This design comes from an exercise in tuning for small area, a short achievable clock period and few clock cycles per item on the open sky130 flow, not from production work. RTL that was checked went through simulation tests only; none was proved equivalent to the original. For runs 1 and 2, only the layout was checked, not whether the RTL still works.

`config.mk`:
```
export PLATFORM = sky130hd
export DESIGN_NAME = fft16
export DESIGN_NICKNAME = fft16
export VERILOG_FILES = /design/flow/design.v
export SDC_FILE = /design/flow/constraint.sdc
export NUM_CORES = 4
export LEC_CHECK = 0
export CAP_MARGIN = 20
export CORE_MARGIN = 2
export CORE_UTILIZATION = 40
export SLEW_MARGIN = 20
```
`constraint.sdc`:
```
create_clock -name core_clock -period 10.0 [get_ports {clk}]
set_input_delay 2.0000 -clock core_clock [delete_from_list [all_inputs] [get_ports {clk}]]
set_output_delay 2.0000 -clock core_clock [all_outputs]
set_load 0.01 [all_outputs]
```
`design.v`:
```
module fft_sat #(parameter W = 10) (
    input  wire signed [W-1:0] x,
    output wire signed [8:0]   y
);
wire hi = ~x[W-1] & (|x[W-2:8]);
wire lo =  x[W-1] & ~(&x[W-2:8]);
assign y = hi ? 9'sd255 : lo ? -9'sd256 : x[8:0];
endmodule
module fft_t0 (
    input  wire signed [9:0] x,
    output wire signed [8:0] y
);
wire       g  = x[6] & (|x[5:0]);
wire [9:0] hn = {{7{~x[9]}}, ~x[9:7]};
wire [9:0] z  = x + hn + {9'd0, ~g};
wire hi = ~x[9] & x[8] & (|x[7:0]);             
wire lw =  x[9] & ~x[8] & ~(&x[7:1]);           
assign y = hi ? 9'sd255 : lw ? -9'sd256 : z[8:0];
endmodule
module fft_satneg (
    input  wire signed [9:0] x,
    output wire signed [8:0] y
);
wire [8:0] nx = ~x[8:0] + 9'd1;
wire hi =  x[9] & (~x[8] | ~(|x[7:0]));         
wire lw = ~x[9] & x[8] & (|x[7:0]);              
assign y = hi ? 9'sd255 : lw ? -9'sd256 : nx;
endmodule
module fft_sdf #(parameter D = 1) (
    input  wire              clk,
    input  wire              c,
    input  wire signed [8:0] x_i,
    input  wire signed [8:0] x_q,
    output wire signed [9:0] y_i,
    output wire signed [9:0] y_q
);
reg [19:0] f [0:D-1];
wire signed [9:0] a_i = f[D-1][19:10];
wire signed [9:0] a_q = f[D-1][9:0];
wire signed [9:0] s_i = a_i + x_i;
wire signed [9:0] s_q = a_q + x_q;
wire signed [9:0] d_i = a_i - x_i;
wire signed [9:0] d_q = a_q - x_q;
wire signed [9:0] xe_i = x_i;
wire signed [9:0] xe_q = x_q;
integer k;
always @(posedge clk) begin
    f[0] <= c ? {d_i, d_q} : {xe_i, xe_q};
    for (k = 1; k < D; k = k + 1)
        f[k] <= f[k-1];
end
assign y_i = c ? s_i : a_i;
assign y_q = c ? s_q : a_q;
endmodule
module fft_swap #(parameter L = 1) (
    input  wire        clk,
    input  wire        xc,
    input  wire [17:0] d,
    output wire [17:0] q
);
reg [17:0] m [0:L-1];
integer k;
always @(posedge clk) begin
    m[0] <= xc ? m[L-1] : d;
    for (k = 1; k < L; k = k + 1)
        m[k] <= m[k-1];
end
assign q = xc ? d : m[L-1];
endmodule
module fft_tw04 (
    input  wire              n4,
    input  wire signed [9:0] u,
    input  wire signed [9:0] v,
    output wire signed [8:0] y_i,
    output wire signed [8:0] y_q
);
wire signed [8:0] a_i, a_q, b_i, b_q;
fft_t0 t_i (.x(u), .y(a_i));
fft_t0 t_q (.x(v), .y(a_q));
fft_sat #(.W(10)) s_i (.x(v), .y(b_i));
fft_satneg        s_q (.x(u), .y(b_q));
assign y_i = n4 ? b_i : a_i;
assign y_q = n4 ? b_q : a_q;
endmodule
module fft_mpart (
    input  wire              clk,
    input  wire signed [10:0] t,
    input  wire signed [9:0]  a,
    input  wire        [1:0]  k,
    input  wire               ng,
    output reg  signed [8:0]  y
);
wire signed [18:0] te = t;
wire signed [18:0] ae = a;
wire kf = (k == 2'd3);
wire kg = (k == 2'd2);
wire k0 = (k == 2'd0);
wire [18:0] s1 = k[1] ? (te <<< 6) : (te <<< 7);
wire [18:0] s2 = kf ? ~(te <<< 4) : kg ? (te <<< 5) : k0 ? ~te : 19'd0;
wire [18:0] s3 = kf ? te : kg ? ~(te <<< 2) : 19'd0;
wire [18:0] s4 = kf ? (ae <<< 6) : kg ? ~te : 19'd0;
wire [18:0] s5 = kf ? (ae <<< 2) : 19'd0;
wire [18:0] s6 = kf ? ae : 19'd0;
reg  [7:0]  kc;                        
always @(*) begin
    case (k)
        2'd0:    kc = ng ? 8'd192 : 8'd65;
        2'd1:    kc = ng ? 8'd192 : 8'd64;
        2'd2:    kc = ng ? 8'd157 : 8'd66;
        default: kc = ng ? 8'd183 : 8'd65;
    endcase
end
wire [9:0]  lo = s1[6:0] + s2[6:0] + s3[6:0] + s4[6:0] + s5[6:0] + s6[6:0] + kc[6:0];
wire [11:0] ha = s1[18:7] + s2[18:7] + s3[18:7];
wire [11:0] hb = s4[18:7] + s5[18:7] + s6[18:7] + {11'd0, kc[7]};
reg  [11:0] ha_r, hb_r;
reg  [2:0]  lc_r;
always @(posedge clk) begin
    ha_r <= ha;
    hb_r <= hb;
    lc_r <= lo[9:7];
end
wire [11:0] ph = ha_r + hb_r + {9'd0, lc_r};
wire signed [8:0] ys;
fft_sat #(.W(12)) s (.x(ph), .y(ys));
always @(posedge clk) y <= ys;
endmodule
module fft_tw2 (
    input  wire              clk,
    input  wire signed [9:0] u,
    input  wire signed [9:0] v,
    input  wire        [1:0] sel,      
    input  wire              ngq,
    input  wire        [1:0] k,
    output wire signed [8:0] y_i,
    output wire signed [8:0] y_q
);
wire signed [10:0] s = u + v;
wire signed [10:0] d = v - u;
reg  signed [10:0] wi, wq;
always @(*) begin
    case (sel)
        2'd0:    begin wi = u; wq = v; end
        2'd1:    begin wi = v; wq = u; end
        2'd2:    begin wi = s; wq = d; end
        default: begin wi = d; wq = s; end
    endcase
end
reg signed [10:0] wi_r, wq_r;
reg        [1:0]  k_r;
reg               ng_r;
always @(posedge clk) begin
    wi_r <= wi;
    wq_r <= ngq ? ~wq : wq;
    k_r  <= k;
    ng_r <= ngq;
end
fft_mpart m_i (.clk(clk), .t(wi_r), .a(10'sd0), .k(k_r), .ng(1'b0), .y(y_i));
fft_mpart m_q (.clk(clk), .t(wq_r), .a(10'sd0), .k(k_r), .ng(ng_r), .y(y_q));
endmodule
module fft_tw3 (
    input  wire              clk,
    input  wire signed [9:0] u,
    input  wire signed [9:0] v,
    input  wire              swi,      
    input  wire              gen,      
    input  wire              sgi,      
    input  wire              ngi,
    input  wire              ngq,
    input  wire        [1:0] k,
    output wire signed [8:0] y_i,
    output wire signed [8:0] y_q
);
wire signed [9:0]  ai = swi ? v : u;
wire signed [9:0]  aq = swi ? u : v;
wire signed [9:0]  bi = gen ? aq : 10'sd0;
wire signed [9:0]  bq = gen ? ai : 10'sd0;
wire signed [10:0] ti = sgi ? ai - bi : ai + bi;
wire signed [10:0] tq = sgi ? aq + bq : aq - bq;
reg signed [10:0] ti_r, tq_r;
reg signed [9:0]  ai_r, aq_r;
reg        [1:0]  k_r;
reg               ngi_r, ngq_r;
always @(posedge clk) begin
    ti_r  <= ngi ? ~ti : ti;
    tq_r  <= ngq ? ~tq : tq;
    ai_r  <= ngi ? ~ai : ai;
    aq_r  <= ngq ? ~aq : aq;
    k_r   <= k;
    ngi_r <= ngi;
    ngq_r <= ngq;
end
fft_mpart m_i (.clk(clk), .t(ti_r), .a(ai_r), .k(k_r), .ng(ngi_r), .y(y_i));
fft_mpart m_q (.clk(clk), .t(tq_r), .a(aq_r), .k(k_r), .ng(ngq_r), .y(y_q));
endmodule
module fft16 (
    input  wire              clk,
    input  wire              rst_n,
    input  wire              start,
    input  wire signed [8:0] din_i,
    input  wire signed [8:0] din_q,
    output wire              ready,
    output wire              dout_valid,
    output wire signed [8:0] dout_i,
    output wire signed [8:0] dout_q
);
localparam OFF_M1 = 1;             
localparam OFF_W1 = 3;             
localparam OFF_S2 = 10;            
localparam OFF_M2 = 12;            
localparam OFF_W2 = 16;            
localparam OFF_S3 = 18;            
localparam OFF_M3 = 20;            
localparam OFF_S4 = 24;            
localparam OFF_Y4 = 27;            
localparam Q  = OFF_Y4 / 16;
localparam SM = OFF_Y4 % 16;
reg  [3:0] cnt;
reg        ready_r;
reg        dv_r;
reg  [Q+1:0] hist;                 
wire       acc    = start & ready_r;
wire [3:0] cnt_n  = cnt + 4'd1;
wire [Q+1:0] hist_n = (cnt == 4'd15) ? {hist[Q:0], acc} : hist;
wire       dv_n   = (cnt_n >= SM) ? hist_n[Q] : hist_n[Q+1];
always @(posedge clk or negedge rst_n) begin
    if (!rst_n) begin
        cnt     <= 4'd0;
        ready_r <= 1'b0;
        dv_r    <= 1'b0;
        hist    <= {(Q+2){1'b0}};
    end else begin
        cnt     <= cnt_n;
        ready_r <= (cnt == 4'd14);
        dv_r    <= dv_n;
        hist    <= hist_n;
    end
end
assign ready      = ready_r;
assign dout_valid = dv_r;
wire [3:0] nw1 = cnt_n - OFF_W1;
wire [3:0] ns2 = cnt_n - OFF_S2;
wire [3:0] nw2 = cnt_n - OFF_W2;
wire [3:0] ns3 = cnt_n - OFF_S3;
wire [3:0] ns4 = cnt_n - OFF_S4;
wire [3:0] m1  = cnt - OFF_M1;     
wire [3:0] m2  = cnt - OFF_M2;
wire [3:0] m3  = cnt - OFF_M3;
reg c1, xc1, c2, xc2, c3, c4;
always @(posedge clk) begin
    c1  <= cnt_n[0];
    xc1 <= nw1[3] & ~nw1[0];
    c2  <= ns2[1];
    xc2 <= nw2[2] & ~nw2[1];
    c3  <= ns3[1];
    c4  <= ns4[0];
end
reg signed [8:0] x0_i, x0_q;
always @(posedge clk) begin
    x0_i <= din_i;
    x0_q <= din_q;
end
wire signed [9:0] b1_i, b1_q;
fft_sdf #(.D(1)) u_s1 (.clk(clk), .c(c1), .x_i(x0_i), .x_q(x0_q), .y_i(b1_i), .y_q(b1_q));
reg signed [9:0] o1_i, o1_q;
reg              o1_n4;
always @(posedge clk) begin
    o1_i  <= b1_i;
    o1_q  <= b1_q;
    o1_n4 <= m1[0] & m1[1];
end
wire signed [8:0] y1_i_c, y1_q_c;
fft_tw04 u_tw1 (.n4(o1_n4), .u(o1_i), .v(o1_q), .y_i(y1_i_c), .y_q(y1_q_c));
reg signed [8:0] y1_i, y1_q;
always @(posedge clk) begin
    y1_i <= y1_i_c;
    y1_q <= y1_q_c;
end
wire [17:0] w1;
fft_swap #(.L(7)) u_w1 (.clk(clk), .xc(xc1), .d({y1_i, y1_q}), .q(w1));
wire signed [9:0] b2_i, b2_q;
fft_sdf #(.D(2)) u_s2 (.clk(clk), .c(c2), .x_i(w1[17:9]), .x_q(w1[8:0]), .y_i(b2_i), .y_q(b2_q));
wire       p2_2 = m2[2], p2_1 = m2[1], p2_0 = m2[3];
reg signed [9:0] o2_i, o2_q;
reg        [1:0] o2_sel, o2_k;
reg              o2_ngq;
always @(posedge clk) begin
    o2_i   <= b2_i;
    o2_q   <= b2_q;
    o2_sel <= p2_2 ? {p2_0, p2_1} : 2'd0;
    o2_ngq <= p2_2 & p2_1;
    o2_k   <= p2_2 ? (p2_0 ? 2'd2 : {1'b0, p2_1}) : 2'd0;
end
wire signed [8:0] y2_i, y2_q;
fft_tw2 u_tw2 (.clk(clk), .u(o2_i), .v(o2_q), .sel(o2_sel), .ngq(o2_ngq), .k(o2_k), .y_i(y2_i), .y_q(y2_q));
wire [17:0] w2;
fft_swap #(.L(2)) u_w2 (.clk(clk), .xc(xc2), .d({y2_i, y2_q}), .q(w2));
wire signed [9:0] b3_i, b3_q;
fft_sdf #(.D(2)) u_s3 (.clk(clk), .c(c3), .x_i(w2[17:9]), .x_q(w2[8:0]), .y_i(b3_i), .y_q(b3_q));
wire [2:0] n3  = m3[0] ? {m3[1], m3[2], m3[3]} : 3'd0;
wire       k3  = (n3[1:0] == 2'd3);
wire       g3  = (n3[1:0] != 2'd0);
reg signed [9:0] o3_i, o3_q;
reg              o3_swi, o3_gen, o3_sgi, o3_ngi, o3_ngq;
reg        [1:0] o3_k;
always @(posedge clk) begin
    o3_i   <= b3_i;
    o3_q   <= b3_q;
    o3_swi <= n3[2] ^ k3;
    o3_gen <= g3;
    o3_sgi <= n3[2];
    o3_ngi <= n3[2] & k3;
    o3_ngq <= n3[2] | k3;
    o3_k   <= g3 ? {1'b1, n3[0]} : {1'b0, n3[2]};
end
wire signed [8:0] y3_i, y3_q;
fft_tw3 u_tw3 (.clk(clk), .u(o3_i), .v(o3_q), .swi(o3_swi), .gen(o3_gen), .sgi(o3_sgi),
               .ngi(o3_ngi), .ngq(o3_ngq), .k(o3_k), .y_i(y3_i), .y_q(y3_q));
wire signed [9:0] b4_i, b4_q;
fft_sdf #(.D(1)) u_s4 (.clk(clk), .c(c4), .x_i(y3_i), .x_q(y3_q), .y_i(b4_i), .y_q(b4_q));
reg signed [9:0] o4_i, o4_q;
always @(posedge clk) begin
    o4_i <= b4_i;
    o4_q <= b4_q;
end
wire signed [8:0] y4_i_c, y4_q_c;
fft_t0 u_t4i (.x(o4_i), .y(y4_i_c));
fft_t0 u_t4q (.x(o4_q), .y(y4_q_c));
reg signed [8:0] y4_i, y4_q;
always @(posedge clk) begin
    y4_i <= y4_i_c;
    y4_q <= y4_q_c;
end
assign dout_i = y4_i;
assign dout_q = y4_q;
endmodule
```
`run.sh`:
```
#!/bin/bash
# synth_recipe.tcl (not shown) runs the flow's synth.tcl, then flattens the netlist and writes it again
# the make line also repeats each setting of config.mk as NAME=value (left out here)
make -C /OpenROAD-flow-scripts/flow DESIGN_CONFIG=/design/flow/config.mk WORK_HOME=/design/flow/orfs CLKGATE_MAP_FILE= SYNTH_SCRIPT=/design/flow/synth_recipe.tcl finish
```
==> results of run 1 <==
critical path, delay by kind of cell (launching register included):
family	cells	cell delay (ps)
compound gates	5	830
simple gates	5	1310
flops	1	300
buf+inv	2	890
fa+ha+maj	5	1910
registers in the layout, indices dropped and copies added, names as in the netlist, 11 cells and up:
register,count
u_tw3.ti_r,11
u_tw3.tq_r,11
u_tw3.m_i.hb_r,12
u_tw2.wq_r,11
u_tw3.m_i.ha_r,12
u_tw3.m_q.ha_r,12
u_w2.m,36
u_tw3.m_q.hb_r,12
u_tw2.m_q.ha_r,12
u_s2.f,40
u_tw2.wi_r,11
u_w1.m,126
u_s4.f,20
u_tw2.m_i.ha_r,12
u_s3.f,40
u_s1.f,20
kinds of logic (layout without fill, tap and decap cells):
family | count (synthesis) | count (layout) | share of synthesized area
DFF | 643 | 643 | 0.3230
and+or+nand+nor | 1081 | 1081 | 0.1317
muxes | 172 | 172 | 0.04811
AOI/OAI and AO/OA | 949 | 949 | 0.1512
adders and majority gates | 602 | 602 | 0.2195
xor gates and xnor gates | 329 | 329 | 0.07205
buffers and inverters | 571 | 583 | 0.05446
area by class of cell:
type                            count  share of cell area
Clock inverter                     36             0.01382
Timing Repair Buffer               55             0.01166
Multi-Input combinational cell   3133              0.5659
Inverter                          400             0.03412
Sequential cell                   643              0.2938
Tap cell                         1287             0.03659
Clock buffer                       92             0.04418
per-stage QoR:
stage / cells / area (um2)
CTS: 5646 / 44010
global route: 5646 / 44010
global placement: 5518 / 41460
floorplan: 4347 / 40000
finish: 5646 / 44010
detailed placement: 5518 / 41460
routing by layer:
layer,vias to the layer above,GRT usage,share of wire
li1,14747,-,-
met1,13172,0.2202,0.50
met2,346,0.2581,0.44
met5,-,0,0
met4,0,0.04351,0.024
met3,124,0.02374,0.032
cell usage after synthesis, drive strengths merged, types with 11 or more instances:
cell type,n,area share
a21boi,34,0.0067
o21bai,39,0.0073
o31a,11,0.0024
mux2i,70,0.018
ha,433,0.14
o31ai,12,0.0023
a21oi,324,0.041
xnor2,242,0.053
nand4,17,0.0027
xor2,87,0.019
o21a,47,0.0088
nand2b,56,0.0088
or4b,11,0.0028
and2,31,0.0048
or2,13,0.0020
buf,46,0.0052
fa,167,0.084
o21ai,199,0.025
a211oi,23,0.0046
or4,12,0.0023
o22ai,12,0.0019
o211ai,15,0.0028
o311ai,16,0.0035
nand2,284,0.027
a21o,90,0.017
dfxtp,634,0.32
nor3,79,0.010
nor2b,69,0.011
clkbuf,125,0.012
and3,31,0.0050
a221oi,12,0.0028
o2111ai,11,0.0024
or3,32,0.0050
mux2,96,0.027
a311oi,17,0.0037
nand3,56,0.0070
a31oi,29,0.0045
inv,399,0.037
nor2,323,0.030
nor4,16,0.0025
path summary, 6_finish.rpt:
check | from | to | depth (start not counted) | slack [ps]
hold / removal | u_s2.f[0][6] | u_s2.f[1][6] | 0 | 310
hold reg to reg | u_s2.f[0][6] | u_s2.f[1][6] | 0 | 310
setup reg to reg | u_tw3.k_r[0] | u_tw3.m_i.lc_r[2] | 17 | 4620
max in group asynchronous | rst_n | hist[2] | 1 | 7870
setup / recovery | u_tw3.k_r[0] | u_tw3.m_i.lc_r[2] | 17 | 4620
min in group asynchronous | rst_n | hist[1] | 1 | 1730
==> results.yml, run 1 <==
route:
  remaining_drc_errors: 0
  drtPass1Iterations: 5
  drtIter0Drc: 1315
  wire_per_inst_um: 14.35
  antenna_left: 0
  vias: 28389
  drt-total-wl_um: 81040
  vias_per_cell: 5.028
logic_synthesis:
  ys.flop_type: "dfxtp_1"
  synth_edf_count: 0
  ys_types: 101
  syn_avg_cell_area_um2: 9.201
  synthCells: 4347
  synth_area_um2: 40000
  ys_async_sr_fraction: 0.01400
  ys_ff_latch: 643
  ys_seq_area_frac: 0.3230
  ys.warnings.count: 12
cells_and_area:
  final_util: 0.4458
  fin_nets: 4924
  diodes: 0
  register_area_um2: 12930
  layout-drive-gt1-share: 0.06378
  syn2layout_area_growth_pct: 10.03
  final_common_cell: "dfxtp_1"
  layout_common_cells: "dfxtp_1, ha_1, inv_1, nor2_1, a21oi_1"
  multi_input_area_um2: 24900
  nFillCells: 9609
worst_setup_path:
  cp_data_arrival_time_ps: 5920
  crit_path_start_kind: "flop"
  crit_path_cell_trace: "buf_4 -> inv_1 -> nand2_1 -> nor2_1 -> a21o_1 -> fa_1 -> fa_1 -> fa_1 -> ha_1 -> ha_1 -> nand2_1 -> nor3_1 -> o21a_1 -> o21a_1 -> o21a_1 -> o21ai_0 -> nand2b_1"
  max_stage_delay_ps: 710
  worstSetupPathType: "flop to flop"
  critical_path.max_fanout: 46
  crit_required_ps: 10540
  crit_path_end_kind: "flop"
  cpMaxStageDelayCell: "nand2_1"
clocking:
  cts_max_path_buffers: 3
  clk_pin_slew_ps: 60
  post_cts_buffers: 0
  cts_max_level: 3
  hold_buffers: 0
  root_buffer: "clkbuf_16"
  cts_tree: "yes"
  cts_resized: 0
  clk_latency_ps: 650
  cts_inserted_buffers: 70
  clock_sinks: 643
sta:
  tightest_slew_ps: 1067
  skew_ps: 50.16
  hold_viol: 0
  tns_ps: 0
  finalCritPeriodShare: 0.5380
  finalWorstSetupSlack_ps: 4620
  fin_hold_ws_ps: 312.7
  rsz0062_at_grt: "false"
  post-route-min-period_ps: 5380
  drv_slew: 0
  fmax_mhz: 185.9
  max-slew-margin-rel: 0.2886
  finalSetupViolCount: 0
die:
  ios: 41
  core_um2: 98710
  num_rows: 115
  start_util: 0.4052
  die_h_um: 320.2
  die_w_um: 320.2
  die_area_um2: 102500
global_route:
  grt_start_max_net_pins: 112
  grt_overflow: 0
  grt_pass1_wl_um: 137100
  grt_pass1_vias: 27851
  grtUsageTotal: 0.1591
  antenna_found_initial: 0
flow_run:
  drv_cap: 0
place:
  globalplace.congestion: 0.8460
  numPortBuffers: 40
  dp_slack_ps: 4671
  hpwl_um: 61050
outcome:
  status: "complete, no violations"
hold_path:
  holdCritPathClass: "flop to flop"
==> inputs of run 2 (changes only) <==
--- a/design.v
+++ b/design.v
@@ -84,3 +84,13 @@
 endmodule
-module fft_mpart (
+module fft_csa #(parameter W = 19) (
+    input  wire [W-1:0] x,
+    input  wire [W-1:0] y,
+    input  wire [W-1:0] z,
+    output wire [W-1:0] s,
+    output wire [W-1:0] c
+);
+assign s = x ^ y ^ z;
+assign c = {(x[W-2:0] & y[W-2:0]) | (x[W-2:0] & z[W-2:0]) | (y[W-2:0] & z[W-2:0]), 1'b0};
+endmodule
+module fft_mpart #(parameter HAS_F = 1) (
     input  wire              clk,
@@ -94,6 +104,7 @@
 wire signed [18:0] ae = a;
-wire kf = (k == 2'd3);
-wire kg = (k == 2'd2);
+wire kf = HAS_F ? (k == 2'd3) : 1'b0;
+wire kg = HAS_F ? (k == 2'd2) : k[1];
 wire k0 = (k == 2'd0);
-wire [18:0] s1 = k[1] ? (te <<< 6) : (te <<< 7);
+wire k1 = HAS_F ? (k == 2'd1) : (k[0] & ~k[1]);
+wire [18:0] s1 = (kf | kg) ? (te <<< 6) : (te <<< 7);
 wire [18:0] s2 = kf ? ~(te <<< 4) : kg ? (te <<< 5) : k0 ? ~te : 19'd0;
@@ -101,24 +112,32 @@
 wire [18:0] s4 = kf ? (ae <<< 6) : kg ? ~te : 19'd0;
-wire [18:0] s5 = kf ? (ae <<< 2) : 19'd0;
-wire [18:0] s6 = kf ? ae : 19'd0;
-reg  [7:0]  kc;                        
-always @(*) begin
-    case (k)
-        2'd0:    kc = ng ? 8'd192 : 8'd65;
-        2'd1:    kc = ng ? 8'd192 : 8'd64;
-        2'd2:    kc = ng ? 8'd157 : 8'd66;
-        default: kc = ng ? 8'd183 : 8'd65;
-    endcase
-end
-wire [9:0]  lo = s1[6:0] + s2[6:0] + s3[6:0] + s4[6:0] + s5[6:0] + s6[6:0] + kc[6:0];
-wire [11:0] ha = s1[18:7] + s2[18:7] + s3[18:7];
-wire [11:0] hb = s4[18:7] + s5[18:7] + s6[18:7] + {11'd0, kc[7]};
-reg  [11:0] ha_r, hb_r;
-reg  [2:0]  lc_r;
+wire [7:0]  kc = k0 ? (ng ? 8'd192 : 8'd65) :
+                 k1 ? (ng ? 8'd192 : 8'd64) :
+                 kg ? (ng ? 8'd157 : 8'd66) :
+                      (ng ? 8'd183 : 8'd65);
+wire [18:0] r1, r2;
+generate if (HAS_F) begin : g_f
+    wire [18:0] s5 = kf ? (ae <<< 2) : 19'd0;
+    wire [18:0] s6 = kf ? ae : 19'd0;
+    wire [18:0] a1, b1, a2, b2, a3, b3;
+    fft_csa c1 (.x(s1), .y(s2), .z(s3), .s(a1), .c(b1));
+    fft_csa c2 (.x(s4), .y(s5), .z(s6), .s(a2), .c(b2));
+    fft_csa c3 (.x(a1), .y(b1), .z(a2), .s(a3), .c(b3));
+    wire [18:0] a4, b4;
+    fft_csa c4 (.x(a3), .y(b3), .z(b2), .s(a4), .c(b4));
+    fft_csa c5 (.x(a4), .y(b4), .z({11'd0, kc}), .s(r1), .c(r2));
+end else begin : g_nf
+    wire [18:0] a1, b1, a2, b2;
+    fft_csa c1 (.x(s1), .y(s2), .z(s3), .s(a1), .c(b1));
+    fft_csa c2 (.x(a1), .y(b1), .z(s4), .s(a2), .c(b2));
+    fft_csa c3 (.x(a2), .y(b2), .z({11'd0, kc}), .s(r1), .c(r2));
+end endgenerate
+wire [7:0]  lo = {1'b0, r1[6:0]} + {1'b0, r2[6:0]};
+reg  [11:0] h1_r, h2_r;
+reg         lc_r;
 always @(posedge clk) begin
-    ha_r <= ha;
-    hb_r <= hb;
-    lc_r <= lo[9:7];
+    h1_r <= r1[18:7];
+    h2_r <= r2[18:7];
+    lc_r <= lo[7];
 end
-wire [11:0] ph = ha_r + hb_r + {9'd0, lc_r};
+wire [11:0] ph = h1_r + h2_r + {11'd0, lc_r};
 wire signed [8:0] ys;
@@ -157,4 +176,4 @@
 end
-fft_mpart m_i (.clk(clk), .t(wi_r), .a(10'sd0), .k(k_r), .ng(1'b0), .y(y_i));
-fft_mpart m_q (.clk(clk), .t(wq_r), .a(10'sd0), .k(k_r), .ng(ng_r), .y(y_q));
+fft_mpart #(.HAS_F(0)) m_i (.clk(clk), .t(wi_r), .a(10'sd0), .k(k_r), .ng(1'b0), .y(y_i));
+fft_mpart #(.HAS_F(0)) m_q (.clk(clk), .t(wq_r), .a(10'sd0), .k(k_r), .ng(ng_r), .y(y_q));
 endmodule
==> results.yml, run 2 <==
logic_synthesis:
  synth_xor_area_frac: 0.06482
  synth_top_family_by_area: "adder cells"
  yosysTopAreaCell: "dfxtp_1"
  synth-adder-area-share: 0.2216
  yosys-top-cells-count: "dfxtp_1, inv_1, ha_1"
  yosysMostFrequentCell: "dfxtp_1"
  ys_ff_latch: 647
  syn_avg_cell_area_um2: 9.169
  ys.warnings.count: 13
  synth_top_area_frac: 0.3282
  synthCells: 4244
  ys_types: 79
  yosys.area_share.simple: 0.1148
  ys_seq_area_frac: 0.3340
  ys.flop_type: "dfxtp_1"
  synth_edf_count: 0
  synth_compound_area_frac: 0.1570
  ys_top_cells_by_area: "dfxtp_1, ha_1, fa_1"
  ys_async_sr_fraction: 0.01391
  synth_area_um2: 38910
  synthMuxAreaShare: 0.04601
die:
  die_area_um2: 99800
  core_um2: 96570
  num_rows: 114
  die_h_um: 315.9
  ios: 41
  start_util: 0.4030
  die_w_um: 315.9
global_route:
  grt_pass1_vias: 27133
  grtUsageTotal: 0.1609
  antenna_found_initial: 1
  grt_start_max_net_pins: 92
  grt_overflow: 0
  grt_pass1_wl_um: 133800
cells_and_area:
  multi_input_area_um2: 23560
  regMostFlops: "u_w1.m"
  top_regs: "u_w1.m x126, u_s2.f x40, u_s3.f x40"
  register_area_um2: 13010
  stdcell_count: 5576
  fin_nets: 4836
  final_common_cell: "dfxtp_1"
  layout_common_cells: "dfxtp_1, inv_1, ha_1, a21oi_1, nor2_1"
  nFillCells: 9302
  layout-drive-gt1-share: 0.06629
  final_util: 0.4453
  final_cell_area_um2: 43000
  largest_reg_flops: 126
  syn2layout_area_growth_pct: 10.51
sta:
  fin_hold_ws_ps: 303.7
  tns_ps: 0
  drv_slew: 0
  rsz0062_at_grt: "false"
  finalCritPeriodShare: 0.5254
  post-route-min-period_ps: 5254
  fmax_mhz: 190.3
  finalWorstSetupSlack_ps: 4746
  max-slew-margin-rel: 0.2841
  finalSetupViolCount: 0
  skew_ps: 23.11
  hold_viol: 0
  tightest_slew_ps: 1072
worst_setup_path:
  cp_data_arrival_time_ps: 5750
  crit_path_start_kind: "flop"
  startpoint: "u_tw3.k_r[0]"
  worstSetupPathType: "flop to flop"
  crit_path_end_kind: "flop"
  r2r-start: "u_tw3.k_r[0]"
  critical_path.max_fanout: 68
  crit_required_ps: 10490
hold_path:
  holdCritPathClass: "flop to flop"
  hold_path.startpoint: "u_s3.f[0][8]"
route:
  remaining_drc_errors: 0
  drtPass1Iterations: 6
  antenna_left: 0
  drt-total-wl_um: 79400
  drtIter0Drc: 1670
  vias: 27971
  vias_per_cell: 5.016
  wire_per_inst_um: 14.24
clocking:
  cts_resized: 0
  post_cts_buffers: 0
  cts_tree: "yes"
  cts_max_level: 3
  clk_latency_ps: 630
  clock_sinks: 647
  cts_inserted_buffers: 74
  clk_pin_slew_ps: 60
  root_buffer: "clkbuf_16"
  cts_max_path_buffers: 3
  hold_buffers: 0
place:
  dp_slack_ps: 4760
  place_area_um2: 40540
  dp_cells: 5444
  globalplace.congestion: 0.8645
  numPortBuffers: 40
  hpwl_um: 59400
flow_run:
  drv_cap: 0
outcome:
  status: "complete, no violations"
==> run 2: final cells by class <==
class,count,share of cell area
Inverter,495,0.04321
Antenna cell,1,0.00005819
Sequential cell,647,0.3025
Tap cell,1276,0.03713
Multi-Input combinational cell,2971,0.5478
Timing Repair Buffer,55,0.01193
Clock inverter,39,0.01013
Clock buffer,92,0.04719
==> run 2: routing by layer <==
layer	vias up	track usage	wire, um
met5	-	0	0
met4	0	0.04599	1834
met3	108	0.02243	2595
met2	434	0.2604	35700
met1	13102	0.2235	39260
li1	14327	-	-
==> run 2: worst max-delay path: stages, from the launching register on <==
cell and delay, ps:
dfxtp_2 310, buf_4 480, clkinv_1 650, buf_4 420, nand2_1 280, o21ai_0 130, ha_1 310, inv_1 50
fa_1 490, inv_1 50, fa_1 470, inv_1 50, fa_1 490, inv_1 40, ha_1 280, a41o_1 170
a21o_1 180, a21oi_1 140, o21ai_0 100
==> run 2: cells by family (layout without fill, tap and decap cells) <==
logic type / after synthesis / after routing
XOR/XNOR: 288 / 288
AND/OR/NAND/NOR: 952 / 952
multiplexers: 154 / 154
flip-flops: 647 / 647
AO/OA/AOI/OAI: 995 / 995
other: 2 / 12
buffers and inverters: 635 / 681
adder cells (fa/ha/maj): 571 / 571
==> run 2: path summary, 6_finish.rpt <==
path	to	slack, ps	depth (start not counted)
min reg2reg	u_s3.f[1][8]	300	0
max in group asynchronous	cnt[0]	7830	1
max	u_tw3.m_q.lc_r	4750	18
min	u_s3.f[1][8]	300	0
max reg2reg	u_tw3.m_q.lc_r	4750	18
min in group asynchronous	cnt[3]	1770	1
==> inputs of run 3 (changes only) <==
--- a/design.v
+++ b/design.v
@@ -95,6 +95,9 @@
 module fft_mpart #(parameter HAS_F = 1) (
-    input  wire              clk,
+    input  wire               clk,
     input  wire signed [10:0] t,
-    input  wire signed [9:0]  a,
-    input  wire        [1:0]  k,
+    input  wire signed [16:0] e,
+    input  wire               k0,
+    input  wire               k1,
+    input  wire               kg,
+    input  wire               kf,
     input  wire               ng,
@@ -103,11 +106,8 @@
 wire signed [18:0] te = t;
-wire signed [18:0] ae = a;
-wire kf = HAS_F ? (k == 2'd3) : 1'b0;
-wire kg = HAS_F ? (k == 2'd2) : k[1];
-wire k0 = (k == 2'd0);
-wire k1 = HAS_F ? (k == 2'd1) : (k[0] & ~k[1]);
-wire [18:0] s1 = (kf | kg) ? (te <<< 6) : (te <<< 7);
-wire [18:0] s2 = kf ? ~(te <<< 4) : kg ? (te <<< 5) : k0 ? ~te : 19'd0;
-wire [18:0] s3 = kf ? te : kg ? ~(te <<< 2) : 19'd0;
-wire [18:0] s4 = kf ? (ae <<< 6) : kg ? ~te : 19'd0;
+wire signed [18:0] ee = e;
+wire f = HAS_F ? kf : 1'b0;
+wire [18:0] s1 = (f | kg) ? (te <<< 6) : (te <<< 7);
+wire [18:0] s2 = f ? ~(te <<< 4) : kg ? (te <<< 5) : k0 ? ~te : 19'd0;
+wire [18:0] s3 = f ? te : kg ? ~(te <<< 2) : 19'd0;
+wire [18:0] s4 = f ? ee : kg ? ~te : 19'd0;
 wire [7:0]  kc = k0 ? (ng ? 8'd192 : 8'd65) :
@@ -115,20 +115,7 @@
                  kg ? (ng ? 8'd157 : 8'd66) :
-                      (ng ? 8'd183 : 8'd65);
-wire [18:0] r1, r2;
-generate if (HAS_F) begin : g_f
-    wire [18:0] s5 = kf ? (ae <<< 2) : 19'd0;
-    wire [18:0] s6 = kf ? ae : 19'd0;
-    wire [18:0] a1, b1, a2, b2, a3, b3;
-    fft_csa c1 (.x(s1), .y(s2), .z(s3), .s(a1), .c(b1));
-    fft_csa c2 (.x(s4), .y(s5), .z(s6), .s(a2), .c(b2));
-    fft_csa c3 (.x(a1), .y(b1), .z(a2), .s(a3), .c(b3));
-    wire [18:0] a4, b4;
-    fft_csa c4 (.x(a3), .y(b3), .z(b2), .s(a4), .c(b4));
-    fft_csa c5 (.x(a4), .y(b4), .z({11'd0, kc}), .s(r1), .c(r2));
-end else begin : g_nf
-    wire [18:0] a1, b1, a2, b2;
-    fft_csa c1 (.x(s1), .y(s2), .z(s3), .s(a1), .c(b1));
-    fft_csa c2 (.x(a1), .y(b1), .z(s4), .s(a2), .c(b2));
-    fft_csa c3 (.x(a2), .y(b2), .z({11'd0, kc}), .s(r1), .c(r2));
-end endgenerate
+                      (ng ? 8'd115 : 8'd65);
+wire [18:0] a1, b1, a2, b2, r1, r2;
+fft_csa c1 (.x(s1), .y(s2), .z(s3), .s(a1), .c(b1));
+fft_csa c2 (.x(a1), .y(b1), .z(s4), .s(a2), .c(b2));
+fft_csa c3 (.x(a2), .y(b2), .z({11'd0, kc}), .s(r1), .c(r2));
 wire [7:0]  lo = {1'b0, r1[6:0]} + {1'b0, r2[6:0]};
@@ -152,3 +139,3 @@
     input  wire              ngq,
-    input  wire        [1:0] k,
+    input  wire        [1:0] k,        
     output wire signed [8:0] y_i,
@@ -168,4 +155,3 @@
 reg signed [10:0] wi_r, wq_r;
-reg        [1:0]  k_r;
-reg               ng_r;
+reg               k0_r, k1_r, kg_r, ng_r;
 always @(posedge clk) begin
@@ -173,7 +159,11 @@
     wq_r <= ngq ? ~wq : wq;
-    k_r  <= k;
+    k0_r <= (k == 2'd0);
+    k1_r <= (k == 2'd1);
+    kg_r <= k[1];
     ng_r <= ngq;
 end
-fft_mpart #(.HAS_F(0)) m_i (.clk(clk), .t(wi_r), .a(10'sd0), .k(k_r), .ng(1'b0), .y(y_i));
-fft_mpart #(.HAS_F(0)) m_q (.clk(clk), .t(wq_r), .a(10'sd0), .k(k_r), .ng(ng_r), .y(y_q));
+fft_mpart #(.HAS_F(0)) m_i (.clk(clk), .t(wi_r), .e(17'sd0), .k0(k0_r), .k1(k1_r), .kg(kg_r), .kf(1'b0),
+                            .ng(1'b0), .y(y_i));
+fft_mpart #(.HAS_F(0)) m_q (.clk(clk), .t(wq_r), .e(17'sd0), .k0(k0_r), .k1(k1_r), .kg(kg_r), .kf(1'b0),
+                            .ng(ng_r), .y(y_q));
 endmodule
@@ -181,5 +171,4 @@
     input  wire              clk,
-    input  wire signed [9:0] u,
-    input  wire signed [9:0] v,
-    input  wire              swi,      
+    input  wire signed [9:0] ai,
+    input  wire signed [9:0] aq,
     input  wire              gen,      
@@ -188,3 +177,3 @@
     input  wire              ngq,
-    input  wire        [1:0] k,
+    input  wire        [1:0] k,        
     output wire signed [8:0] y_i,
@@ -192,4 +181,2 @@
 );
-wire signed [9:0]  ai = swi ? v : u;
-wire signed [9:0]  aq = swi ? u : v;
 wire signed [9:0]  bi = gen ? aq : 10'sd0;
@@ -198,6 +185,7 @@
 wire signed [10:0] tq = sgi ? aq + bq : aq - bq;
+wire signed [16:0] ei = (ai <<< 6) + (ai <<< 2) + ai;
+wire signed [16:0] eq = (aq <<< 6) + (aq <<< 2) + aq;
 reg signed [10:0] ti_r, tq_r;
-reg signed [9:0]  ai_r, aq_r;
-reg        [1:0]  k_r;
-reg               ngi_r, ngq_r;
+reg signed [16:0] ei_r, eq_r;
+reg               k0_r, k1_r, kg_r, kf_r, ngi_r, ngq_r;
 always @(posedge clk) begin
@@ -205,5 +193,8 @@
     tq_r  <= ngq ? ~tq : tq;
-    ai_r  <= ngi ? ~ai : ai;
-    aq_r  <= ngq ? ~aq : aq;
-    k_r   <= k;
+    ei_r  <= ngi ? ~ei : ei;
+    eq_r  <= ngq ? ~eq : eq;
+    k0_r  <= (k == 2'd0);
+    k1_r  <= (k == 2'd1);
+    kg_r  <= (k == 2'd2);
+    kf_r  <= (k == 2'd3);
     ngi_r <= ngi;
@@ -211,4 +202,4 @@
 end
-fft_mpart m_i (.clk(clk), .t(ti_r), .a(ai_r), .k(k_r), .ng(ngi_r), .y(y_i));
-fft_mpart m_q (.clk(clk), .t(tq_r), .a(aq_r), .k(k_r), .ng(ngq_r), .y(y_q));
+fft_mpart m_i (.clk(clk), .t(ti_r), .e(ei_r), .k0(k0_r), .k1(k1_r), .kg(kg_r), .kf(kf_r), .ng(ngi_r), .y(y_i));
+fft_mpart m_q (.clk(clk), .t(tq_r), .e(eq_r), .k0(k0_r), .k1(k1_r), .kg(kg_r), .kf(kf_r), .ng(ngq_r), .y(y_q));
 endmodule
@@ -321,9 +312,9 @@
 wire       g3  = (n3[1:0] != 2'd0);
+wire       sw3 = n3[2] ^ k3;             
 reg signed [9:0] o3_i, o3_q;
-reg              o3_swi, o3_gen, o3_sgi, o3_ngi, o3_ngq;
+reg              o3_gen, o3_sgi, o3_ngi, o3_ngq;
 reg        [1:0] o3_k;
 always @(posedge clk) begin
-    o3_i   <= b3_i;
-    o3_q   <= b3_q;
-    o3_swi <= n3[2] ^ k3;
+    o3_i   <= sw3 ? b3_q : b3_i;
+    o3_q   <= sw3 ? b3_i : b3_q;
     o3_gen <= g3;
@@ -335,3 +326,3 @@
 wire signed [8:0] y3_i, y3_q;
-fft_tw3 u_tw3 (.clk(clk), .u(o3_i), .v(o3_q), .swi(o3_swi), .gen(o3_gen), .sgi(o3_sgi),
+fft_tw3 u_tw3 (.clk(clk), .ai(o3_i), .aq(o3_q), .gen(o3_gen), .sgi(o3_sgi),
                .ngi(o3_ngi), .ngq(o3_ngq), .k(o3_k), .y_i(y3_i), .y_q(y3_q));
==> results.yml, run 3 <==
die:
  num_rows: 114
  die_h_um: 316.7
  die_w_um: 316.7
  core_um2: 96850
  die_area_um2: 100300
  ios: 41
  start_util: 0.4039
route:
  vias_per_cell: 5.005
  drt-total-wl_um: 78860
  drtIter0Drc: 1239
  wire_per_inst_um: 14.24
  remaining_drc_errors: 0
  drtPass1Iterations: 5
  vias: 27715
  antenna_left: 0
clocking:
  post_cts_buffers: 0
  clock_sinks: 663
  hold_buffers: 0
  cts_max_path_buffers: 3
  root_buffer: "clkbuf_16"
  cts_tree: "yes"
  clk_latency_ps: 620
  cts_resized: 0
  cts_inserted_buffers: 73
  clk_pin_slew_ps: 60
  cts_max_level: 3
logic_synthesis:
  ys_types: 85
  synth_xor_area_frac: 0.07136
  yosys-top-cells-count: "dfxtp_1, inv_1, ha_1"
  synth_top_area_frac: 0.3347
  synth_compound_area_frac: 0.1550
  ys_seq_area_frac: 0.3405
  yosysMostFrequentCell: "dfxtp_1"
  ys_top_cells_by_area: "dfxtp_1, ha_1, fa_1"
  ys_async_sr_fraction: 0.01357
  ys.flop_type: "dfxtp_1"
  yosysTopAreaCell: "dfxtp_1"
  synth_area_um2: 39120
  synth_edf_count: 0
  ys.warnings.count: 13
  synth_top_family_by_area: "adder cells"
  syn_avg_cell_area_um2: 9.298
  synthMuxAreaShare: 0.04654
  synth-adder-area-share: 0.2205
  ys_ff_latch: 663
  yosys.area_share.simple: 0.1099
  synthCells: 4207
sta:
  tns_ps: 0
  post-route-min-period_ps: 4286
  tightest_slew_ps: 986.1
  finalCritPeriodShare: 0.4286
  rsz0062_at_grt: "false"
  max-slew-margin-rel: 0.3238
  finalSetupViolCount: 0
  hold_viol: 0
  drv_slew: 0
  fmax_mhz: 233.3
  skew_ps: 21.80
cells_and_area:
  syn2layout_area_growth_pct: 10.78
  register_area_um2: 13330
  nFillCells: 9287
  top_regs: "u_w1.m x126, u_s2.f x40, u_s3.f x40"
  diodes: 0
  regMostFlops: "u_w1.m"
  layout_common_cells: "dfxtp_1, inv_1, ha_1, a21oi_1, nor2_1"
  final_common_cell: "dfxtp_1"
  multi_input_area_um2: 23630
  fin_nets: 4811
  layout-drive-gt1-share: 0.06499
  largest_reg_flops: 126
  final_cell_area_um2: 43330
hold_path:
  holdCritPathClass: "flop to flop"
  hold_path.startpoint: "u_w1.m[4][0]"
outcome:
  status: "complete, no violations"
global_route:
  grt_pass1_vias: 26917
  grt_start_max_net_pins: 93
  grt_overflow: 0
  grt_pass1_wl_um: 132300
  grtUsageTotal: 0.1581
  antenna_found_initial: 1
worst_setup_path:
  startpoint: "u_tw2.kg_r"
  crit_path_end_kind: "flop"
  crit_path_start_kind: "flop"
  crit_required_ps: 10490
  critical_path.max_fanout: 60
  r2r-start: "u_tw2.kg_r"
  cp_data_arrival_time_ps: 4780
  worstSetupPathType: "flop to flop"
place:
  numPortBuffers: 40
  hpwl_um: 59250
  globalplace.congestion: 0.8464
  place_area_um2: 40730
flow_run:
  drv_cap: 0
## run 3: changes by cell type after synthesis, sizes merged, moves of 12 or more
cell / previous run / this run
ha: 374 / 414
dfxtp: 638 / 654
nor2: 347 / 321
fa: 197 / 172
a211oi: 32 / 16
xor2: 70 / 85
o21bai: 35 / 57
nor3: 64 / 79
o31ai: 11 / 27
a21oi: 365 / 353
inv: 491 / 449
and2: 10 / 25
xnor2: 218 / 232
## run 3: area by class of cell
| type | instances | share of cell area |
|---|---|---|
| clock inverter | 32 | 0.01149 |
| clock buffer | 101 | 0.04856 |
| tap | 1276 | 0.03684 |
| timing repair buffer | 52 | 0.01132 |
| multi-input combinational | 2964 | 0.5452 |
| inverter | 450 | 0.03898 |
| sequential | 663 | 0.3076 |
## run 3: path summary, 6_finish.rpt
check / endpoint / slack (ps) / cells past startpoint
setup / recovery: u_tw2.m_q.lc_r / 5710 / 12
hold / removal: u_w1.m[5][0] / 310 / 0
setup reg to reg: u_tw2.m_q.lc_r / 5710 / 12
hold reg to reg: u_w1.m[5][0] / 310 / 0
max in group asynchronous: cnt[3] / 7820 / 1
min in group asynchronous: cnt[0] / 1770 / 1
## run 3: cells by family (layout without fill, tap and decap cells)
family | count (synthesis) | count (layout)
and+or+nand+nor | 917 | 917
buffers and inverters | 584 | 635
adders and majority gates | 586 | 586
other | 2 | 6
AOI/OAI and AO/OA | 984 | 984
DFF | 663 | 663
xor gates and xnor gates | 317 | 317
muxes | 154 | 154
## run 3: through the flow
stage	instances	hold slack (ps)	util	setup slack (ps)
after floorplan	4211	309.6	-	6429
after global placement	5405	309.7	0.4205	5833
after detailed placement	5405	312.1	0.4205	5737
after CTS	5538	307.8	0.4474	5742
after global routing	5538	329.2	0.4474	5428
final	5538	307.4	0.4474	5714
## run 3: metal layers
metal / share of wire / vias to the layer above / global-route usage / wire length [um]
met1: 0.49 / 13011 / 0.2138 / 38320
met2: 0.46 / 336 / 0.2637 / 36280
met3: 0.029 / 118 / 0.02067 / 2288
met5: 0 / - / 0 / 0
met4: 0.025 / 0 / 0.04674 / 1970
li1: - / 14250 / - / -
## run 3: critical path, cell delays in order (launching register included)
cell,delay [ps]
dfxtp_2,310
buf_4,470
inv_2,250
nand2_1,740
o21ai_0,270
fa_1,590
inv_1,50
fa_1,480
inv_1,50
fa_1,440
ha_1,330
a21oi_1,120
o21ai_1,70
Testbench counts of run 3, summed over its fixed seeds: cycles 6,368, frames 384.
==> inputs of run 4 (changes only) <==
==> flow/run.sh (new file) <==
#!/bin/bash
# The standard layout (the standard.sh, unchanged synthesis and steps),
# with the port buffers made of sky130_fd_sc_hd__buf_2 cells instead of the
# delay-buffer cells buffer_ports picks by default.
export BUFFER_PORTS_ARGS="-buffer_cell sky130_fd_sc_hd__buf_2"
bash standard.sh > standard.log 2>&1
==> standard.sh (new file) <==
#!/bin/bash
# synth_recipe.tcl (not shown) runs the flow's synth.tcl, then flattens the netlist and writes it again
# the make line also repeats each setting of config.mk as NAME=value (left out here)
make -C /OpenROAD-flow-scripts/flow DESIGN_CONFIG=/design/flow/config.mk WORK_HOME=/design/flow/orfs CLKGATE_MAP_FILE= SYNTH_SCRIPT=/design/flow/synth_recipe.tcl "${@:-finish}"
removed: run.sh
==> results.yml, run 4 <==
global_route:
  grtUsageTotal: 0.1599
  grt_overflow: 0
  grt_start_max_net_pins: 90
  grt_pass1_wl_um: 133900
  antenna_found_initial: 0
  grt_pass1_vias: 27068
sta:
  finalWorstSetupSlack_ps: 5777
  drv_slew: 0
  finalSetupViolCount: 0
  max-slew-margin-rel: 0.2793
  hold_viol: 0
  tightest_slew_ps: 1051
  post-route-min-period_ps: 4223
  fmax_mhz: 236.8
  skew_ps: 22.77
  tns_ps: 0
  finalCritPeriodShare: 0.4223
  rsz0062_at_grt: "false"
logic_synthesis:
  synth_area_um2: 39120
  yosysTopAreaCell: "dfxtp_1"
  ys_seq_area_frac: 0.3405
  ys.flop_type: "dfxtp_1"
  ys_ff_latch: 663
  ys_top_cells_by_area: "dfxtp_1, ha_1, fa_1"
  yosys-top-cells-count: "dfxtp_1, inv_1, ha_1"
  syn_avg_cell_area_um2: 9.298
  synth_edf_count: 0
  synthCells: 4207
  ys_types: 85
  ys_async_sr_fraction: 0.01357
  synth_top_area_frac: 0.3347
  yosysMostFrequentCell: "dfxtp_1"
  ys.warnings.count: 13
cells_and_area:
  syn2layout_area_growth_pct: 10.21
  layout_common_cells: "dfxtp_1, inv_1, ha_1, a21oi_1, nor2_1"
  layout-drive-gt1-share: 0.07573
  top_regs: "u_w1.m x126, u_s2.f x40, u_s3.f x40"
  final_common_cell: "dfxtp_1"
  regMostFlops: "u_w1.m"
  nFillCells: 9350
  largest_reg_flops: 126
  fin_nets: 4813
clocking:
  cts_max_level: 3
  clk_pin_slew_ps: 60
  root_buffer: "clkbuf_16"
  cts_tree: "yes"
  hold_buffers: 0
  cts_resized: 0
  post_cts_buffers: 0
  cts_max_path_buffers: 3
  cts_inserted_buffers: 74
  clk_latency_ps: 630
  clock_sinks: 663
die:
  num_rows: 114
  die_h_um: 316.7
  core_um2: 96850
  die_w_um: 316.7
  start_util: 0.4039
  ios: 41
  die_area_um2: 100300
worst_setup_path:
  crit_path_start_kind: "flop"
  critical_path.max_fanout: 60
  max_stage_delay_ps: 720
  crit_required_ps: 10520
  worstSetupPathType: "flop to flop"
  crit_path_end_kind: "flop"
  crit_path_cell_trace: "buf_4 -> inv_2 -> nand2_1 -> o21ai_0 -> fa_1 -> inv_1 -> fa_1 -> inv_1 -> fa_1 -> ha_1 -> a21oi_1 -> o21ai_1"
  cpMaxStageDelayCell: "nand2_1"
  rr_worst_depth: 12
  cpMostUsedCell: "fa_1"
  cp_data_arrival_time_ps: 4740
route:
  antenna_left: 0
  wire_per_inst_um: 14.11
  drtIter0Drc: 1238
  drtPass1Iterations: 5
  drt-total-wl_um: 78220
  vias: 27467
  vias_per_cell: 4.956
  remaining_drc_errors: 0
outcome:
  status: "complete, no violations"
hold_path:
  holdCritPathClass: "flop to flop"
  min_path_cells: 0
place:
  numPortBuffers: 40
  hpwl_um: 58640
  dp_slack_ps: 5768
  globalplace.congestion: 0.8444
flow_run:
  drv_cap: 0
## run 4: metrics by stage
| stage | cells | util | area [um2] | hold WS [ps] |
|---|---|---|---|---|
| 3_5_place_dp | 5406 | 0.4185 | 40530 | 312.1 |
| 4_1_cts | 5541 | 0.4450 | 43100 | 316.7 |
| 3_3_place_gp | 5406 | 0.4185 | 40530 | 310.0 |
| 2_1_floorplan | 4211 | - | 39130 | 309.6 |
| 5_1_grt | 5541 | 0.4451 | 43110 | 324.1 |
| 6_report | 5542 | 0.4451 | 43110 | 312.9 |
## run 4: metal layers
metal	vias to the layer above	part of all wire	track usage
met5	-	0	0
met4	0	0.019	0.03902
met3	95	0.026	0.02067
met2	262	0.46	0.2652
met1	12817	0.50	0.2208
li1	14293	-	-
## run 4: cell type report
cell class	instances	area, um2	share of cell area
Multi-Input combinational cell	2964	23630	0.5480
Inverter	450	1689	0.03918
Timing Repair Buffer	53	297.8	0.006908
Clock inverter	43	579.3	0.01344
Antenna cell	1	2.502	0.00005805
Tap cell	1276	1597	0.03703
Clock buffer	92	1989	0.04615
Sequential cell	663	13330	0.3092
## run 4: path summary, 6_finish.rpt
kind,start,to,slack (ps)
max in group asynchronous,rst_n,dv_r,8480
hold / removal,u_w1.m[0][1],u_w1.m[1][1],310
setup / recovery,u_tw2.kg_r,u_tw2.m_q.lc_r,5780
hold reg to reg,u_w1.m[0][1],u_w1.m[1][1],310
setup reg to reg,u_tw2.kg_r,u_tw2.m_q.lc_r,5780
min in group asynchronous,rst_n,cnt[3],1270
## run 4: cells by family after synthesis
kind of cell,synth area share
mux,0.04654
fa+ha+maj,0.2205
other cells,0.0001920
compound gates,0.1550
simple gates,0.1099
flops,0.3405
xor+xnor,0.07136
buf+inv,0.05614
## run 4: critical path: cells and delay by family, from the launching register on
family	cells	cell delay (ps)
AND/OR/NAND/NOR	1	720
buffers and inverters	4	810
adder cells (fa/ha/maj)	4	1800
AO/OA/AOI/OAI	3	450
flip-flops	1	310
==> inputs of run 5 (changes only) <==
==> flow/run.sh (replaced) <==
#!/bin/bash
# The standard layout (the standard.sh: unchanged synthesis and steps),
# with the port buffers made of sky130_fd_sc_hd__buf_2 cells instead of the
# delay-buffer cells buffer_ports picks by default, and timing repair asked
# to leave a setup margin of 6.9 ns (the clock period stays 10 ns).
export BUFFER_PORTS_ARGS="-buffer_cell sky130_fd_sc_hd__buf_2"
export SETUP_SLACK_MARGIN=6.9
bash standard.sh > standard.log 2>&1
==> results.yml, run 5 <==
cells_and_area:
  final_util: 0.4557
  syn2layout_area_growth_pct: 12.84
  final_common_cell: "dfxtp_1"
  stdcell_count: 5586
  register_area_um2: 13390
  top_regs: "u_w1.m x126, u_s2.f x40, u_s3.f x40"
  regMostFlops: "u_w1.m"
  layout_common_cells: "dfxtp_1, inv_1, ha_1, a21oi_1, nor2_1"
  diodes: 0
  multi_input_area_um2: 23910
  largest_reg_flops: 126
  nFillCells: 9300
  fin_nets: 4859
  layout-drive-gt1-share: 0.1019
sta:
  finalCritPeriodShare: 0.3265
  skew_ps: 31.89
  max-slew-margin-rel: 0.3424
  post-route-min-period_ps: 3265
  tightest_slew_ps: 978.0
  drv_slew: 0
  fmax_mhz: 306.2
  rsz0062_at_grt: "true"
  hold_viol: 0
  tns_ps: 0
  finalSetupViolCount: 0
logic_synthesis:
  ys.flop_type: "dfxtp_1"
  synth_edf_count: 0
  ys_types: 85
  ys.warnings.count: 13
  ys_async_sr_fraction: 0.01357
  yosysTopAreaCell: "dfxtp_1"
  synth_area_um2: 39120
  yosysMostFrequentCell: "dfxtp_1"
  synth_top_area_frac: 0.3347
  syn_avg_cell_area_um2: 9.298
  ys_top_cells_by_area: "dfxtp_1, ha_1, fa_1"
  synthCells: 4207
  ys_seq_area_frac: 0.3405
  ys_ff_latch: 663
  yosys-top-cells-count: "dfxtp_1, inv_1, ha_1"
worst_setup_path:
  critical_path.max_fanout: 11
  cpMaxStageDelayCell: "fa_1"
  cpMostUsedCell: "o21ai_1"
  max_stage_delay_ps: 490
  critical_path_depth: 16
  worstSetupPathType: "flop to flop"
  crit_required_ps: 10550
  critical_path_buf_inv_count: 4
  rr_worst_depth: 16
  crit_path_cell_trace: "buf_12 -> nand2b_4 -> buf_12 -> o21ai_1 -> ha_1 -> fa_1 -> inv_1 -> fa_1 -> inv_1 -> ha_1 -> nand2_2 -> a2111oi_4 -> o21ai_1 -> nand2b_1 -> a21oi_1 -> o21ai_1"
  cp_data_arrival_time_ps: 3810
  critical-path-top-delay-family: "adder cells"
  crit_path_end_kind: "flop"
  crit_path_start_kind: "flop"
global_route:
  grt_pass1_vias: 27103
  grt_pass1_wl_um: 134600
  antenna_found_initial: 0
  grt_overflow: 0
  grt_start_max_net_pins: 77
  grtUsageTotal: 0.1619
outcome:
  status: "complete, no violations"
hold_path:
  min_path_cells: 0
  holdCritPathClass: "flop to flop"
clocking:
  cts_inserted_buffers: 74
  cts_tree: "yes"
  cts_max_level: 3
  cts_max_path_buffers: 3
  clock_sinks: 663
  root_buffer: "clkbuf_16"
  clk_pin_slew_ps: 70
  hold_buffers: 0
  clk_latency_ps: 630
route:
  wire_per_inst_um: 14.49
  remaining_drc_errors: 0
  drtIter0Drc: 1471
  vias: 27985
  drtPass1Iterations: 5
  drt-total-wl_um: 80930
  antenna_left: 0
  vias_per_cell: 5.010
die:
  ios: 41
  num_rows: 114
  die_area_um2: 100300
  start_util: 0.4039
  die_w_um: 316.7
  core_um2: 96850
  die_h_um: 316.7
place:
  dp_cells: 5404
  numPortBuffers: 40
  hpwl_um: 58880
  globalplace.congestion: 0.8353
flow_run:
  drv_cap: 0
## run 5: cell counts after synthesis
Identical to the previous run, type by type.
## run 5: kinds of logic (layout without fill, tap and decap cells)
kind of cell    after synthesis  in the layout  share of synthesized area
xor+xnor                    317            317                    0.07136
compound gates              984            984                     0.1550
flops                       663            663                     0.3405
mux                         154            154                    0.04654
buf+inv                     584            680                    0.05614
fa+ha+maj                   586            586                     0.2205
other cells                   2              6                  0.0001920
simple gates                917            920                     0.1099
## run 5: metal layers
layer	GRT usage	share of wire	routed length, um
met5	0	0	0
met3	0.02211	0.031	2514
met1	0.2197	0.48	39210
met4	0.05328	0.028	2304
met2	0.2657	0.46	36900
## run 5: final cells by class
| class | count | share of cell area |
|---|---|---|
| inverter | 450 | 0.03847 |
| timing repair buffer | 96 | 0.02135 |
| clock inverter | 34 | 0.01137 |
| clock buffer | 100 | 0.04765 |
| tap | 1276 | 0.03617 |
| multi-input combinational | 2967 | 0.5417 |
| sequential | 663 | 0.3033 |
## run 5: final timing paths
| kind | start | slack (ps) | end |
|---|---|---|---|
| hold / removal | u_w1.m[5][1] | 300 | u_w1.m[6][1] |
| max in group asynchronous | rst_n | 8470 | cnt[2] |
| hold reg to reg | u_w1.m[5][1] | 300 | u_w1.m[6][1] |
| setup / recovery | u_tw3.kf_r | 6730 | u_tw3.m_q.lc_r |
| min in group asynchronous | rst_n | 1280 | cnt[3] |
| setup reg to reg | u_tw3.kf_r | 6730 | u_tw3.m_q.lc_r |
## run 5: through the flow
stage	hold slack [ps]	worst slack (ps)	instance area, um2
final	301.8	6735	44140
after global routing	302.7	6602	44140
after CTS	295.7	6805	43710
after detailed placement	312.1	5412	40530
after global placement	309.6	5315	40530
after floorplan	309.6	6738	39220
## run 5: what timing repair did
item / CTS / global route
setup endpoints to repair: 134 / 69
pin swaps: 13 / 11
buffers inserted: 18 / 21
gates resized for setup: 64 / 72
cloned: 9 / 0
==> inputs of run 6 (changes only) <==
--- a/config.mk
+++ b/config.mk
@@ -10,2 +10,5 @@
 export CORE_UTILIZATION = 40
+export CTS_BUF_LIST = sky130_fd_sc_hd__clkbuf_8
+export CTS_CLUSTER_DIAMETER = 60
+export CTS_CLUSTER_SIZE = 16
 export SLEW_MARGIN = 20
==> results.yml, run 6 <==
outcome:
  status: "complete, no violations"
worst_setup_path:
  worstSetupPathType: "flop to flop"
  crit_required_ps: 10650
  startpoint: "u_tw3.kf_r"
  rrSetupSlack_ps: 6750
  crit_path_end: "u_tw3.m_q.lc_r"
  crit_path_start_kind: "flop"
  critical_path.max_fanout: 22
  r2r-start: "u_tw3.kf_r"
  r2r-end: "u_tw3.m_q.lc_r"
  crit_path_end_kind: "flop"
  rr_worst_depth: 16
  cp_data_arrival_time_ps: 3890
cells_and_area:
  regMostFlops: "u_w1.m"
  final_util: 0.4425
  layout-drive-gt1-share: 0.09633
  final_cell_area_um2: 42860
  top_regs: "u_w1.m x126, u_s2.f x40, u_s3.f x40"
  syn2layout_area_growth_pct: 9.571
  final_common_cell: "dfxtp_1"
  layout_common_cells: "dfxtp_1, inv_1, ha_1, a21oi_1, nor2_1"
  largest_reg_flops: 126
  fin_nets: 4843
  stdcell_count: 5554
logic_synthesis:
  yosysMostFrequentCell: "dfxtp_1"
  yosys.area_share.simple: 0.1099
  synthCells: 4207
  synth_edf_count: 0
  yosys-top-cells-count: "dfxtp_1, inv_1, ha_1"
  ys_types: 85
  ys_top_cells_by_area: "dfxtp_1, ha_1, fa_1"
  ys_seq_area_frac: 0.3405
  syn_avg_cell_area_um2: 9.298
  ys_async_sr_fraction: 0.01357
  synth-adder-area-share: 0.2205
  synth_xor_area_frac: 0.07136
  synthMuxAreaShare: 0.04654
  synth_top_family_by_area: "adder cells"
  synth_compound_area_frac: 0.1550
  ys.flop_type: "dfxtp_1"
  synth_area_um2: 39120
  ys.warnings.count: 13
  ys_ff_latch: 663
  yosysTopAreaCell: "dfxtp_1"
  synth_top_area_frac: 0.3347
die:
  ios: 41
  die_area_um2: 100300
  num_rows: 114
  start_util: 0.4039
  core_um2: 96850
  die_h_um: 316.7
  die_w_um: 316.7
route:
  met1Wirelength_um: 38930
  drtPass1Iterations: 5
  dr_wl_met2_um: 37000
  antenna_left: 0
  drt-total-wl_um: 80220
  remaining_drc_errors: 0
  top_layer_used: "met4"
  vias: 27815
  met3WireLength_um: 2716
  drtIter0Drc: 1371
  vias_per_cell: 5.008
  wire_per_inst_um: 14.44
sta:
  drv_slew: 0
  tns_ps: 0
  finalSetupViolCount: 0
  fin_hold_ws_ps: 294.5
  rsz0062_at_grt: "true"
  finalCritPeriodShare: 0.3246
  skew_ps: 55.58
  post-route-min-period_ps: 3246
  max-slew-margin-rel: 0.2573
  tightest_slew_ps: 1083
  hold_viol: 0
  fmax_mhz: 308.0
  finalWorstSetupSlack_ps: 6754
flow_run:
  drv_cap: 0
place:
  dp_slack_ps: 5412
  dp_cells: 5404
  numPortBuffers: 40
  hpwl_um: 58880
  place_area_um2: 40530
  globalplace.congestion: 0.8353
clocking:
  cts_max_path_buffers: 3
  hold_buffers: 0
  cts_max_level: 2
  cts_tree: "yes"
  clk_latency_ps: 740
  clock_sinks: 663
  root_buffer: "clkbuf_8"
  cts_inserted_buffers: 60
  clk_pin_slew_ps: 90
global_route:
  grt_pass1_wl_um: 133600
  antenna_found_initial: 1
  grt_pass1_vias: 26920
  grtUsageTotal: 0.1595
  grt_overflow: 0
  grt_start_max_net_pins: 77
hold_path:
  holdCritPathClass: "flop to flop"
run 6: how the worst min path moves through the flow:
stage,start,endpoint,slack (ps),cells past startpoint
3_3_place_gp,u_s3.f[0][0],u_s3.f[1][0],310,0
2_1_floorplan,u_s2.f[0][0],u_s2.f[1][0],310,0
4_1_cts,u_s2.f[0][16],u_s2.f[1][16],310,0
6_report,u_w1.m[2][17],u_w1.m[3][17],290,0
5_1_grt,u_s2.f[0][16],u_s2.f[1][16],300,0
3_5_place_dp,u_s2.f[0][11],u_s2.f[1][11],310,0
run 6: worst max-delay path, cell delays in order, from the launching register on:
cell and delay (ps):
dfxtp_4 370, buf_12 130, nand2b_4 160, buf_12 160
o21ai_1 120, ha_1 260, fa_1 480, inv_1 50
fa_1 490, inv_1 40, ha_1 260, nand2_1 60
a2111oi_2 200, o21ai_1 90, nand2b_1 80, a21oi_1 60
o21ai_0 150
run 6: layer usage:
metal	up-vias	global-route usage
met5	-	0
met4	0	0.03913
met3	104	0.01846
met2	380	0.2677
met1	13027	0.2188
li1	14304	-
run 6: kinds of logic after synthesis:
group	count (synthesis)
other	2
flip-flops	663
AO/OA/AOI/OAI	984
AND/OR/NAND/NOR	917
XOR/XNOR	317
adder cells (fa/ha/maj)	586
buffers and inverters	584
multiplexers	154
run 6: area by class of cell:
type	count	area, um2
diodes	1	2.502
clock buffers	63	867.1
clock inverters	40	442.9
fillers	9448	53990
inverters	450	1698
multi-input cells	2967	23900
flip-flops and latches	663	13390
well taps	1276	1597
repair buffers	94	964.7
run 6: what timing repair did:
| item | CTS | global route |
|---|---|---|
| pin swaps | 11 | 9 |
| gates cloned | 9 | 0 |
| setup buffers | 20 | 17 |
| setup endpoints to repair | 148 | 73 |
| gates resized for setup | 61 | 75 |

==> port drivers added, routing unchanged <==
How much do the figures lean on ideal ports? The routed layouts below were timed once more, with nothing changed but the port constraints. Step 1 assumes that a clkbuf_16 drives the clock port and a buf_2 every other input. Step 2 moves the port delays by t, midway between the first and last clock arrival at a register: inputs arrive t later, outputs are due t later. That takes back most of the time a late clock gives input paths. Slacks: no drivers / after step 1 / after step 2; pairs: no drivers / after step 1.
run | t, ns | setup WS [ns] | worst hold slack (ns)
run 1 | 0.690 | 4.620 / 4.620 / 4.620 | 0.313 / 0.313 / 0.313
run 2 | 0.679 | 4.746 / 4.746 / 4.746 | 0.304 / 0.304 / 0.304
run 3 | 0.675 | 5.714 / 5.714 / 5.714 | 0.307 / 0.307 / 0.307
run 4 | 0.682 | 5.777 / 5.777 / 5.777 | 0.313 / 0.313 / 0.313
run 5 | 0.669 | 6.735 / 6.735 / 6.735 | 0.302 / 0.302 / 0.302
run 6 | 0.768 | 6.754 / 6.699 / 6.754 | 0.294 / 0.295 / 0.295
After both steps every run listed still meets setup and hold.
